From an optimization exercise on the open Yosys and OpenROAD flow, aimed at small area and a short achievable clock period; shortcuts taken in it are not production practice.
In this exercise RTL edits were held to simulation tests only and were not proved equivalent to the original.
Power and IR drop assume default switching activity.

## exp/fjord
==> flow/design.v (excerpt) <==
module SyncFP32Adder2(
    input wire [31:0] a,
    input wire [31:0] b,
    output wire [31:0] S,
    output wire Overflow,
    input wire clk,
    input wire rst
);
Settings: LEC_CHECK=0, ABC_AREA=1, CAP_MARGIN=20, CORE_MARGIN=2, CORE_UTILIZATION=55, CTS_BUF_LIST=sky130_fd_sc_hd__clkbuf_8, PLACE_DENSITY=0.8, SLEW_MARGIN=20; clock period 9.5 ns.
standard.sh (not shown) runs the stock make flow with config.mk's settings and CLKGATE_MAP_FILE= SYNTH_SCRIPT=/design/flow/synth_recipe.tcl, a recipe that flattens the netlist after the stock synthesis.
==> flow/flow/run.sh <==
#!/bin/bash
set -euo pipefail
export BUFFER_PORTS_ARGS="-buffer_cell sky130_fd_sc_hd__buf_1"
export SETUP_SLACK_MARGIN=5.2
export CTS_ARGS="-sink_clustering_enable -repair_clock_nets -buf_list sky130_fd_sc_hd__clkbuf_8 -dont_use_dummy_load"
bash standard.sh > make.log 2>&1
For exp/violet, these inputs were changed with respect to exp/fjord:
- clearing CTS_BUF_LIST, which used to be sky130_fd_sc_hd__clkbuf_8
- swapping 0.8 for 0.75 in PLACE_DENSITY
==> flow/flow/run.sh <==
#!/bin/bash
set -euo pipefail
export BUFFER_PORTS_ARGS="-buffer_cell sky130_fd_sc_hd__buf_1"
export SETUP_SLACK_MARGIN=5.3
export CTS_ARGS="-sink_clustering_enable -repair_clock_nets -buf_list sky130_fd_sc_hd__clkbuf_8 -dont_use_dummy_load"
export SKIP_GATE_CLONING=1

bash standard.sh > make.log 2>&1
### Flow results
- Changes observed in exp/violet relative to exp/fjord: fraction of layout cells with a size suffix above 1 has increased; overall via count from detail_route has decreased; signed area change from the synthesized netlist to the final layout has increased.
- Combinational power up about 5% in exp/violet wrt exp/fjord
- [exp/violet] time the worst path needs with I/O delays and setup rose 12 ps relative to exp/fjord
- exp/violet vs exp/fjord — number of non-clock inverters in the layout dropped 1.3%.
- The maximum clock frequency was comparable across exp/fjord and exp/violet.
- Setup WNS exp/fjord -> exp/violet: worse
- Summary — hold slack, exp/violet relative to exp/fjord: lower, by 15 ps.
Modified inputs, exp/lagoon compared to exp/violet
- CTS_BUF_LIST: unset -> sky130_fd_sc_hd__clkbuf_8
- PLACE_DENSITY: 0.75 -> 0.8
==> flow/flow/run.sh <==
#!/bin/bash
set -euo pipefail
export BUFFER_PORTS_ARGS="-buffer_cell sky130_fd_sc_hd__buf_1"
export SETUP_SLACK_MARGIN=5.2
export CTS_ARGS="-sink_clustering_enable -repair_clock_nets -buf_list sky130_fd_sc_hd__clkbuf_8 -dont_use_dummy_load"
export ADDER_MAP_FILE=
bash standard.sh > make.log 2>&1
==> comparison <==
- Reported for exp/lagoon and exp/violet, total count of max-transition violations in the final report turned out identical to the last digit.
- In the reports for exp/lagoon and exp/violet, the larger max-slew headroom at the worst pin belongs to exp/lagoon.
- Compared with exp/violet, in exp/lagoon sequential share of cell area dropped 0.15 points, gate count of the mapped netlist climbed about 12%, share of the core filled with cells dropped 1.6 points.
- Final area for exp/lagoon: 0.83% up relative to exp/violet
- Multi-input gate share of total cell area | exp/lagoon below exp/violet
- [compare] base=exp/violet new=exp/lagoon: portion of netlist area occupied by mux cells went down, total via count after detailed routing climbed 8.4%, met3 global-route usage went up, count of non-CTS buffers in the layout has decreased.
Here is what was changed in the inputs of exp/indigo compared with exp/lagoon.
- TNS_END_PERCENT newly set to 30
- CTS_BUF_LIST removed (was sky130_fd_sc_hd__clkbuf_8)
==> flow/flow/run.sh <==
#!/bin/bash
set -euo pipefail
export BUFFER_PORTS_ARGS="-buffer_cell sky130_fd_sc_hd__buf_1"
export SETUP_SLACK_MARGIN=5.3
export CTS_ARGS="-sink_clustering_enable -repair_clock_nets -buf_list sky130_fd_sc_hd__clkbuf_8 -dont_use_dummy_load"
export SKIP_GATE_CLONING=1

bash standard.sh > make.log 2>&1
### Flow results
- Looking at type of the setup path with the least slack, the reg2out result is from exp/lagoon; the in2reg one comes from exp/indigo.
- Per the comparison of exp/indigo with exp/lagoon, area fraction in compound gates after synthesis higher; wire length fell by 6.0%.
- Delta(starting DRC count in detailed routing, exp/indigo - exp/lagoon) > 0
- exp/indigo ended up with b[23] as its critical path startpoint; exp/lagoon ended up with sh_q[0].
- Comparing critical path depth for exp/indigo and exp/lagoon, the bigger number came from exp/lagoon.
- In the reports for exp/indigo and exp/lagoon, the larger height of the chip belongs to exp/lagoon.
- Worst ir drop on vdd in exp/indigo is 8.5% below exp/lagoon.
- Relative to exp/lagoon, fraction of cell area in non-clock buffers has decreased by 0.69 points in exp/indigo.
Modified inputs, exp/zinc compared to exp/indigo
- an added CTS_BUF_LIST of sky130_fd_sc_hd__clkbuf_8
- a deleted TNS_END_PERCENT that had been 30
==> flow/flow/run.sh <==
#!/bin/bash
set -euo pipefail
mkdir -p scripts
cp -r "$FLOW_HOME/scripts/." scripts/
cp flow/abc.script scripts/abc_area.script
export SCRIPTS_DIR="$PWD/scripts"
export BUFFER_PORTS_ARGS="-buffer_cell sky130_fd_sc_hd__buf_1"
export SETUP_SLACK_MARGIN=5.2
bash standard.sh > make.log 2>&1
==> flow/flow/abc.script (new file) <==
strash
dch
map -B 0.5
topo
stime -c
buffer -c
upsize -c
dnsize -c
==> notes.md <==
exp/indigo | stages: all done | timing, DRC, antenna: all pass
exp/zinc reached the end of the flow, and the finished layout is clean on the timing, DRC and antenna checks.
Design area delta (exp/zinc − exp/indigo): unfavourable
In the metrics for exp/zinc and exp/indigo, the one carrying the lower buffers inserted during post-CTS setup optimization is exp/indigo.
Of exp/zinc and exp/indigo, the run reporting the higher number of cells in the design after placement was exp/indigo.
Summary of the comparison: post-detailed-route via-to-cell ratio is higher in exp/zinc, relative to exp/indigo.
Looking at beginning of the critical path, the sh_q[0] result is from exp/zinc; the b[23] one comes from exp/indigo.
Lower share of the cycle needed by the critical path after routing goes to exp/indigo over exp/zinc.
Compared with exp/indigo, in exp/zinc non-clock buffer count up 9.1%; area used by multi-input combinational logic flat.
Comparing exp/zinc with exp/indigo, the worst hold slack came out essentially unchanged.
Taking exp/indigo as the reference point, the post-layout minimum cycle time of exp/zinc rises by 110 ps.
Area added between synthesis and finish on exp/zinc is up relative to exp/indigo.
Power: exp/zinc draws more than exp/indigo
Inputs modified between exp/zinc and exp/nickel:
- clearing CTS_BUF_LIST, which used to be sky130_fd_sc_hd__clkbuf_8
==> flow/flow/run.sh <==
#!/bin/bash
set -euo pipefail
export BUFFER_PORTS_ARGS="-buffer_cell sky130_fd_sc_hd__buf_1"
export SETUP_SLACK_MARGIN=5.2
export CTS_ARGS="-sink_clustering_enable -repair_clock_nets -buf_list sky130_fd_sc_hd__clkbuf_8 -dont_use_dummy_load"
export SKIP_GATE_CLONING=1
bash standard.sh > make.log 2>&1
removed: flow/flow/abc.script
### Flow results
Every run in the comparison, exp/nickel and exp/zinc, completed the flow with a clean layout.
Wire length on met1: exp/nickel vs exp/zinc down about 1.1%
| via count | exp/nickel vs exp/zinc | better |
NOTE wire length exp/zinc->exp/nickel decreased by a few percent
Initial core utilization (higher): exp/nickel
The run showing the smaller fraction of power spent switching nets is exp/zinc.
Total I/O pin count: exp/zinc vs exp/nickel, no meaningful difference
[exp/nickel vs exp/zinc] overall track demand over capacity in global routing: lower in exp/nickel
Final critical-path share of the clock period delta for exp/nickel relative to exp/zinc: 0.57 points lower
Any difference in number of hold-repair buffers added at the cts stage between exp/nickel and exp/zinc is small enough to ignore.
exp/zinc vs exp/nickel, highest-delay cell along the critical path: fa_2 vs dfxtp_4


The RTL this note starts from:
==> flow/design.v <==
module FP32Adder2_align(
    input  wire [31:0] a,
    input  wire [31:0] b,
    output wire        l_sign,
    output wire [7:0]  l_exp1,    
    output wire [23:0] l_manx,    
    output wire        sub,
    output wire [23:0] t_man,     
    output wire [1:0]  t_sh       
);
    assign sub = a[31] ^ b[31];
    wire [7:0] ea = a[30:23];
    wire [7:0] eb = b[30:23];
    wire [7:0] y;
    wire       c;
    sub8 ed(.x(ea), .y(eb), .d(y), .gt(c));
    wire [7:0] s  = y ^ {8{~c}};
    wire       far = |s[7:5];                   
    wire       ha = |ea;
    wire       hb = |eb;
    wire [23:0] ta = {ha, a[22:0]};
    wire [23:0] tb = {hb, b[22:0]};
    wire [23:0] t  = c ? {1'b0, tb[23:1]} : ta;
    wire [23:0] t1 = t >> {s[3:2], 2'b00};
    assign t_man  = far ? 24'd0 : s[4] ? {16'd0, t1[23:16]} : t1;
    assign t_sh   = s[1:0];
    wire [7:0] el = c ? ea : eb;
    assign l_exp1 = el + 8'd1;
    assign l_manx = (c ? ta : tb) ^ {24{sub}};
    assign l_sign = c ? a[31] : b[31];
endmodule
module sub8(
    input  wire [7:0] x,
    input  wire [7:0] y,
    output wire [7:0] d,
    output wire       gt
);
    wire [7:0] p = x ^ ~y;
    wire [7:0] g = x & ~y;
    wire [7:0] gl [0:3];
    wire [7:0] pl [0:3];
    assign gl[0] = g;
    assign pl[0] = p;
    genvar l, i;
    generate
        for (l = 0; l < 3; l = l + 1) begin : lv
            for (i = 0; i < 8; i = i + 1) begin : bt
                if ((i >> l) & 1) begin : m
                    localparam integer J = ((i >> l) << l) - 1;
                    assign gl[l+1][i] = gl[l][i] | (pl[l][i] & gl[l][J]);
                    assign pl[l+1][i] = pl[l][i] & pl[l][J];
                end else begin : t
                    assign gl[l+1][i] = gl[l][i];
                    assign pl[l+1][i] = pl[l][i];
                end
            end
        end
    endgenerate
    assign d  = p ^ {gl[3][6:0], 1'b0};
    assign gt = gl[3][7];
endmodule
module FP32Adder2(
    input  wire        l_sign,
    input  wire [23:0] l_manx,
    input  wire        sub,
    input  wire [23:0] t_man,
    input  wire [1:0]  t_sh,
    output wire [24:0] v,         
    output wire [4:0]  sh,        
    output wire        q,         
    output wire        sign
);
    wire [23:0] B  = t_man >> t_sh;
    wire [23:0] p0 = l_manx ^ B;
    wire [23:0] g0 = l_manx & B;
    wire [23:0] G, P;
    prefix24 pt(.g(g0), .p(p0), .G(G), .P(P));
    wire        co = G[23];              
    wire [23:0] m;
    assign m[0] = sub;
    assign m[23:1] = sub ? (co ? G[22:0] | P[22:0] : ~G[22:0]) : G[22:0];
    wire [23:0] r   = p0 ^ m;
    wire        ovf = co & ~sub;         
    wire [31:0] x = {1'b0, r[23:12], r[11] | r[10], r[9:0], 1'b0, 7'h7f};
    wire [4:0]  lz;
    lzc32 lzc(.x(x), .n(lz), .z());
    wire [24:0] v0 = {ovf, r};
    assign v    = sh[4] ? {v0[8:0], 16'd0} : v0;
    assign sh   = sub ? lz : {4'd0, ~ovf};
    assign q    = sub & ~|r[23:11];
    assign sign = l_sign ^ (sub & co);
endmodule
module FP32Adder2_norm(
    input  wire [24:0] v,
    input  wire [4:0]  sh,
    input  wire        q,
    input  wire [7:0]  l_exp1,
    output wire [22:0] mant,
    output wire [7:0]  exp,
    output wire        ovf
);
    wire [24:0] n = v << sh[3:0];
    assign mant = {n[23] & ~q, n[22:1]};
    wire zero = sh[4] & sh[3];
    wire [6:0] el = {1'b0, l_exp1[4:0], 1'b1} + {1'b0, ~sh, ~q};
    wire [2:0] hm = l_exp1[7:5] - 3'd1;
    wire [7:0] e  = {el[6] ? l_exp1[7:5] : hm, el[5:1]};
    assign exp = zero ? 8'd0 : e;
    wire [7:0] d  = l_exp1 ^ {3'd0, sh};
    wire [7:0] m;
    assign m[0] = 1'b1;
    genvar i;
    generate for (i = 1; i < 8; i = i + 1) begin : tm
        assign m[i] = &l_exp1[i-1:0];
    end endgenerate
    wire top = q ? ~|d : ~|(d ^ m);
    assign ovf = ~|l_exp1 | (~zero & top);
endmodule
module prefix24(
    input  wire [23:0] g,
    input  wire [23:0] p,
    output wire [23:0] G,
    output wire [23:0] P
);
    wire [23:0] gl [0:5];
    wire [23:0] pl [0:5];
    assign gl[0] = g;
    assign pl[0] = p;
    genvar l, i;
    generate
        for (l = 0; l < 5; l = l + 1) begin : lv
            for (i = 0; i < 24; i = i + 1) begin : bt
                if ((i >> l) & 1) begin : m
                    localparam integer J = ((i >> l) << l) - 1;
                    assign gl[l+1][i] = gl[l][i] | (pl[l][i] & gl[l][J]);
                    assign pl[l+1][i] = pl[l][i] & pl[l][J];
                end else begin : t
                    assign gl[l+1][i] = gl[l][i];
                    assign pl[l+1][i] = pl[l][i];
                end
            end
        end
    endgenerate
    assign G = gl[5];
    assign P = pl[5];
endmodule
module lzc32(
    input  wire [31:0] x,
    output wire [4:0]  n,
    output wire        z
);
    wire [15:0] a1;  wire [15:0] c1;
    wire [7:0]  a2;  wire [15:0] c2;
    wire [3:0]  a3;  wire [11:0] c3;
    wire [1:0]  a4;  wire [7:0]  c4;
    genvar i;
    generate
        for (i = 0; i < 16; i = i + 1) begin : l1
            assign a1[i] = x[2*i+1] | x[2*i];
            assign c1[i] = ~x[2*i+1];
        end
        for (i = 0; i < 8; i = i + 1) begin : l2
            assign a2[i] = a1[2*i+1] | a1[2*i];
            assign c2[2*i+1:2*i] = a1[2*i+1] ? {1'b0, c1[2*i+1]} : {1'b1, c1[2*i]};
        end
        for (i = 0; i < 4; i = i + 1) begin : l3
            assign a3[i] = a2[2*i+1] | a2[2*i];
            assign c3[3*i+2:3*i] = a2[2*i+1] ? {1'b0, c2[4*i+3:4*i+2]} : {1'b1, c2[4*i+1:4*i]};
        end
        for (i = 0; i < 2; i = i + 1) begin : l4
            assign a4[i] = a3[2*i+1] | a3[2*i];
            assign c4[4*i+3:4*i] = a3[2*i+1] ? {1'b0, c3[6*i+5:6*i+3]} : {1'b1, c3[6*i+2:6*i]};
        end
    endgenerate
    assign z = ~(a4[1] | a4[0]);
    assign n = a4[1] ? {1'b0, c4[7:4]} : {1'b1, c4[3:0]};
endmodule
module SyncFP32Adder2(
    input wire [31:0] a,
    input wire [31:0] b,
    output wire [31:0] S,
    output wire Overflow,
    input wire clk,
    input wire rst
);
    wire        l_sign_d, sub_d;
    wire [7:0]  l_exp1_d;
    wire [23:0] l_manx_d;
    wire [23:0] t_man_d;
    wire [1:0]  t_sh_d;
    FP32Adder2_align align(
        .a(a), .b(b),
        .l_sign(l_sign_d), .l_exp1(l_exp1_d), .l_manx(l_manx_d),
        .sub(sub_d), .t_man(t_man_d), .t_sh(t_sh_d)
    );
    reg        l_sign_q, sub_q;
    reg [7:0]  l_exp1_q;
    reg [23:0] l_manx_q;
    reg [23:0] t_man_q;
    reg [1:0]  t_sh_q;
    wire [24:0] v_d;
    wire [4:0]  sh_d;
    wire        q_d, sign_d;
    FP32Adder2 add(
        .l_sign(l_sign_q), .l_manx(l_manx_q),
        .sub(sub_q), .t_man(t_man_q), .t_sh(t_sh_q),
        .v(v_d), .sh(sh_d), .q(q_d), .sign(sign_d)
    );
    reg [24:0] v_q;
    reg [4:0]  sh_q;
    reg        q_q, sign_q;
    reg [7:0]  l_exp1_2q;
    reg first;
    always @(posedge clk, posedge rst) begin
        if (rst) first <= 1'b1;
        else     first <= 1'b0;
    end
    always @(posedge clk) begin
        l_sign_q  <= l_sign_d;
        sub_q     <= sub_d;
        l_exp1_q  <= l_exp1_d;
        l_manx_q  <= l_manx_d;
        t_man_q   <= t_man_d;
        t_sh_q    <= t_sh_d;
    end
    always @(posedge clk, posedge rst) begin
        if (rst) begin
            v_q       <= 25'd0;
            sh_q      <= 5'd1;
            q_q       <= 1'b0;
            sign_q    <= 1'b0;
            l_exp1_2q <= 8'd1;
        end else begin
            v_q       <= first ? 25'd0 : v_d;
            sh_q      <= sh_d | {first, first, 3'd0};
            q_q       <= q_d;
            sign_q    <= sign_d & ~first;
            l_exp1_2q <= l_exp1_q | {7'd0, first};
        end
    end
    wire [22:0] mant;
    wire [7:0]  exp;
    wire        ovf;
    FP32Adder2_norm norm(
        .v(v_q), .sh(sh_q), .q(q_q), .l_exp1(l_exp1_2q),
        .mant(mant), .exp(exp), .ovf(ovf)
    );
    assign S = {sign_q, exp, mant};
    assign Overflow = ovf;
endmodule
Settings: LEC_CHECK=0, ABC_AREA=1, CAP_MARGIN=20, CORE_MARGIN=2, CORE_UTILIZATION=55, CTS_BUF_LIST=sky130_fd_sc_hd__clkbuf_4 sky130_fd_sc_hd__clkbuf_8, PLACE_DENSITY=0.8, SETUP_SLACK_MARGIN=5, SLEW_MARGIN=20; clock period 9.5 ns.
==> flow/flow/run.sh <==
#!/bin/bash
set -euo pipefail
export BUFFER_PORTS_ARGS="-buffer_cell sky130_fd_sc_hd__buf_1"
bash standard.sh > make.log 2>&1
Then changed:
- CTS_BUF_LIST: sky130_fd_sc_hd__clkbuf_4 sky130_fd_sc_hd__clkbuf_8 -> sky130_fd_sc_hd__clkbuf_8
After rerunning: The changed run produced a clean layout; clock-buffer cell count decreases by 1; register-to-register slack is about the same; worst hold slack stays flat; routed wire length stays flat; non-clock buffer count is unchanged.
Then changed:
==> flow/flow/run.sh (replaced) <==
#!/bin/bash
set -euo pipefail
export BUFFER_PORTS_ARGS="-buffer_cell sky130_fd_sc_hd__buf_1"
export RECOVER_POWER=100
bash standard.sh > make.log 2>&1
=> Now the flow completed, yet does not pass: max-capacitance violations, max-slew violations. Setup slack degrades by 2.0 ns. Via count is unchanged. Wire length hardly moves. Maximum frequency went down by about 30%. Final area goes down by 1.3%. Sequential share of layout area climbs by 0.27 points. Count of clock-buffer cells in the layout stays the same. Hold slack is about the same. Sequential power stays flat. Critical path depth climbs by 1. Total power goes down by 1.0%.
Then changed:
==> flow/flow/run.sh (replaced) <==
#!/bin/bash
set -euo pipefail
export BUFFER_PORTS_ARGS="-buffer_cell sky130_fd_sc_hd__buf_1"
export SETUP_SLACK_MARGIN=5.2
bash standard.sh > make.log 2>&1
- SETUP_SLACK_MARGIN: 5 -> default
The changed run completed with no timing, DRC or antenna violations.
Area after synthesis does not change.
Power is higher by a few percent.
Final cell count increases slightly.
Global-route usage climbs by 0.34 points.
Critical path depth falls by 1.
Routed wire length came out higher by a few percent.
Non-clock buffer count went up by 11.
Final area is higher by a few percent.
Setup slack is better by 2.2 ns.
Clock power stays flat.
Utilization climbs by 2.5 points.
Then changed:
==> flow/flow/run.sh (replaced) <==
#!/bin/bash
set -euo pipefail
export BUFFER_PORTS_ARGS="-buffer_cell sky130_fd_sc_hd__buf_1"
export SETUP_SLACK_MARGIN=5.5
bash standard.sh > make.log 2>&1
What happened:
- via count goes up by a few percent
- maximum frequency is about the same
- register-to-register slack gains 0.21 ns
- area after synthesis does not change
- count of clock-buffer cells in the layout is unchanged
- clock power goes up by about a fifth
- first-iteration DRC count goes up by roughly a tenth
- cell area goes up by roughly a tenth
- worst setup slack gains 0.0030 ns
- total power goes up by about a fifth
- worst hold slack is about the same
Then changed:
==> flow/flow/run.sh (replaced) <==
#!/bin/bash
set -euo pipefail
export BUFFER_PORTS_ARGS="-buffer_cell sky130_fd_sc_hd__buf_1"
bash standard.sh > make.log 2>&1
- SETUP_SLACK_MARGIN: default -> 4.5
What happened: The new run completed with no timing, DRC or antenna violations; synthesized area stays the same; setup slack gets worse by 0.61 ns; core utilization fell by 9.7 points; count of clock-buffer cells in the layout stays the same; power falls by 18%.

[afterwards: timing with drivers on the ports]
In the flow no input, the clock included, has a driving cell. The finished layouts below were timed again as built, in two steps.
Step 1: set_driving_cell puts a clkbuf_16 on clk and a buf_2 on each other input, an assumption about the parent block.
Step 2, shift: input delay + t, output delay - t, t = (earliest + latest rising clock arrival at the registers) / 2. This alone moves slack from input paths to output paths.
Three values: ideal ports, drivers, drivers and shift; two values: the first two.
run	t, ns	slack for setup (ns)	hold WS [ns]	slew at the worst register clock pin (ns)
exp/fjord	0.395	5.318 / 5.283 / 4.964	0.332 / 0.332 / 0.332	0.10 / 0.10
exp/violet	0.396	5.306 / 5.269 / 4.975	0.317 / 0.317 / 0.317	0.10 / 0.10
exp/lagoon	0.406	5.185 / 5.150 / 5.062	0.313 / 0.313 / 0.313	0.10 / 0.10
exp/indigo	0.380	5.384 / 5.353 / 5.005	0.330 / 0.330 / 0.330	0.10 / 0.10
exp/zinc	0.424	5.272 / 5.229 / 4.864	0.331 / 0.331 / 0.331	0.10 / 0.10
exp/nickel	0.393	5.326 / 5.291 / 4.950	0.332 / 0.332 / 0.332	0.10 / 0.10
the first run of note 2	0.424	5.104 / 5.067 / 4.729	0.331 / 0.331 / 0.331	0.10 / 0.10
the second run of note 2	0.424	5.104 / 5.067 / 4.738	0.331 / 0.331 / 0.331	0.10 / 0.10
the third run of note 2	0.423	3.073 / 3.083 / 2.662	0.331 / 0.331 / 0.331	0.10 / 0.10
the fourth run of note 2	0.422	5.233 / 5.195 / 4.893	0.331 / 0.331 / 0.331	0.10 / 0.10
the fifth run of note 2	0.430	5.236 / 5.195 / 5.050	0.333 / 0.333 / 0.333	0.11 / 0.11
the sixth run of note 2	0.422	4.626 / 4.589 / 4.454	0.331 / 0.331 / 0.331	0.10 / 0.10
The setup slack of the third run of note 2, which loses most, moves by +0.010 ns with the drivers and by -0.411 ns with both steps.
